This is an optimization exercise on Yosys and OpenROAD, whose aim is small area, not a production implementation. Function was checked by simulation only, so behaviour that the tests miss may differ from the original. Power is estimated from default activity; no workload was simulated.

## jtcps1_tilemap
module jtcps1_tilemap(
    input              rst,
    input              clk,
    input              flip,
    input      [ 8:0]  vrender,  
    input      [ 2:0]  size,     
    input      [15:0]  hpos,
    input      [15:0]  vpos,
    input              start,
    input              stop,
    output reg         done,
    input      [ 5:0]  game,
    input      [15:0]  bank_offset,
    input      [15:0]  bank_mask,
    output reg [ 7:0]  tile_addr,
    input      [15:0]  tile_data,
    output reg [19:0]  rom_addr,     
    output reg         rom_half,     
    input      [31:0]  rom_data,
    output reg         rom_cs,
    input              rom_ok,
    output reg [ 8:0]  buf_addr,
    output reg [10:0]  buf_data,
    output reg         buf_wr
);
Size in the first run: ~840 cells after synthesis, roughly 120 flip-flops, roughly 190 I/O pins.
export LEC_CHECK = 0
export CAP_MARGIN = 20
export CORE_MARGIN = 2
export CORE_UTILIZATION = 60
export GPL_TIMING_DRIVEN = 0
export SLEW_MARGIN = 20
create_clock -name core_clock -period 10.0 [get_ports {clk}]
standard.sh (not shown) runs the stock make flow with config.mk's settings and CLKGATE_MAP_FILE= SYNTH_SCRIPT=/design/flow/synth_recipe.tcl, a recipe that flattens the netlist after the stock synthesis.
==> flow/flow/run.sh <==
#!/bin/bash
set -euo pipefail
export BUFFER_PORTS_ARGS="-buffer_cell sky130_fd_sc_hd__buf_1"
export CTS_ARGS="-repair_clock_nets -dont_use_dummy_load -buf_list sky130_fd_sc_hd__clkbuf_16"
bash standard.sh > flow_make.log 2>&1
The baseline passed the timing, design-rule and antenna checks.
==> next run, changes <==
==> flow/run.sh (new file) <==
#!/bin/bash
# synth_recipe.tcl (not shown) runs the flow's synth.tcl, then flattens the netlist and writes it again
# the make line also repeats each setting of config.mk as NAME=value (left out here)
make -C /OpenROAD-flow-scripts/flow DESIGN_CONFIG=/design/flow/config.mk WORK_HOME=/design/flow/orfs CLKGATE_MAP_FILE= SYNTH_SCRIPT=/design/flow/synth_recipe.tcl finish
--- a/flow/config.mk
+++ b/flow/config.mk
@@ -10,2 +10 @@
-export CORE_UTILIZATION = 60
-export GPL_TIMING_DRIVEN = 0
+export CORE_UTILIZATION = 40
removed: flow/flow/run.sh
removed: flow/standard.sh
The new run finished clean.
Maximum frequency came out lower by about 8%.
Register-to-register slack gets worse by 0.36 ns.
Routed wire length came out higher by about 6%.
Setup slack gets worse by 0.48 ns.
Cell count came out higher by 3.8%.
==> next run, changes <==
==> flow/flow/run.sh (new file) <==
#!/bin/bash
# Own layout flow: the standard ORFS flow (standard.sh, unchanged synthesis)
# with smaller port buffers and a clock tree without dummy loads.
set -euo pipefail
# buffer every input and output port with the smallest buffer
export BUFFER_PORTS_ARGS="-buffer_cell sky130_fd_sc_hd__buf_1"
# clock tree: clkbuf_8 leaves on larger clusters, no dummy loads
export CTS_ARGS="-sink_clustering_enable -repair_clock_nets -dont_use_dummy_load -buf_list sky130_fd_sc_hd__clkbuf_8 -sink_clustering_size 30 -sink_clustering_max_diameter 100"
bash standard.sh > flow_make.log 2>&1
==> flow/standard.sh (new file) <==
#!/bin/bash
# synth_recipe.tcl (not shown) runs the flow's synth.tcl, then flattens the netlist and writes it again
# the make line also repeats each setting of config.mk as NAME=value (left out here)
make -C /OpenROAD-flow-scripts/flow DESIGN_CONFIG=/design/flow/config.mk WORK_HOME=/design/flow/orfs CLKGATE_MAP_FILE= SYNTH_SCRIPT=/design/flow/synth_recipe.tcl "${@:-finish}"
removed: flow/run.sh
Outcome: Setup slack gains 0.44 ns. Non-clock buffer count rose by 5. Power shrinks by about a fifth. Fmax grows by a little under a tenth. Final area came out lower by roughly a tenth. Die area does not change. Via count fell slightly. Final cell count falls slightly. Critical path depth stays the same. Count of clock-buffer cells in the layout stays the same.
==> next run, changes <==
==> flow/flow/run.sh (replaced) <==
#!/bin/bash
# Own layout flow: the standard ORFS flow (standard.sh, unchanged synthesis)
# with smaller port buffers and a clock tree without dummy loads.
set -euo pipefail
export BUFFER_PORTS_ARGS="-buffer_cell sky130_fd_sc_hd__buf_1"
export CTS_ARGS="-sink_clustering_enable -repair_clock_nets -dont_use_dummy_load -buf_list sky130_fd_sc_hd__clkbuf_8 -sink_clustering_size 50 -sink_clustering_max_diameter 300"
bash standard.sh > flow_make.log 2>&1
--- a/flow/config.mk
+++ b/flow/config.mk
@@ -10,0 +11 @@
+export GPL_TIMING_DRIVEN = 0
Combinational power came out higher by a little under a tenth.
Fmax came out higher slightly.
Die area is unchanged.
Hold slack gets worse by 0.0060 ns.
Sequential cell count stays the same.

-- afterwards: timing with drivers on the ports --
No port has a modelled driver above. Below, the same layouts with a new extraction and two added sets of constraints.
Step 1 (the two cells are an assumption about what drives the block):
set clk [get_ports {clk}]
set_driving_cell -lib_cell sky130_fd_sc_hd__clkbuf_16 $clk
set_driving_cell -lib_cell sky130_fd_sc_hd__buf_2 [delete_from_list [all_inputs] $clk]
Step 2, shift: input delay + t, output delay - t, t = (earliest + latest rising clock arrival at the registers) / 2. This alone moves slack from input paths to output paths.
Slacks: ideal / step 1 / step 2; pairs: ideal / step 1.
run | t, ns | setup WS [ns] | worst setup path at the end | worst register clock-pin slew, ns | pins driven straight from the clock port
the first run | 0.457 | 4.679 / 4.697 / 4.241 | input to register | 0.06 / 0.06 | 1
the second run | 0.456 | 4.196 / 4.204 / 3.749 | input to register | 0.07 / 0.07 | 1
the third run | 0.474 | 4.636 / 4.649 / 4.175 | input to register | 0.09 / 0.09 | 1
the fourth run | 0.460 | 4.720 / 4.736 / 4.276 | input to register | 0.09 / 0.09 | 1
After both steps setup and hold are still met in every run listed. For the third run, which loses most, drivers alone change the setup slack by +0.013 ns; drivers and shift together by -0.461 ns.
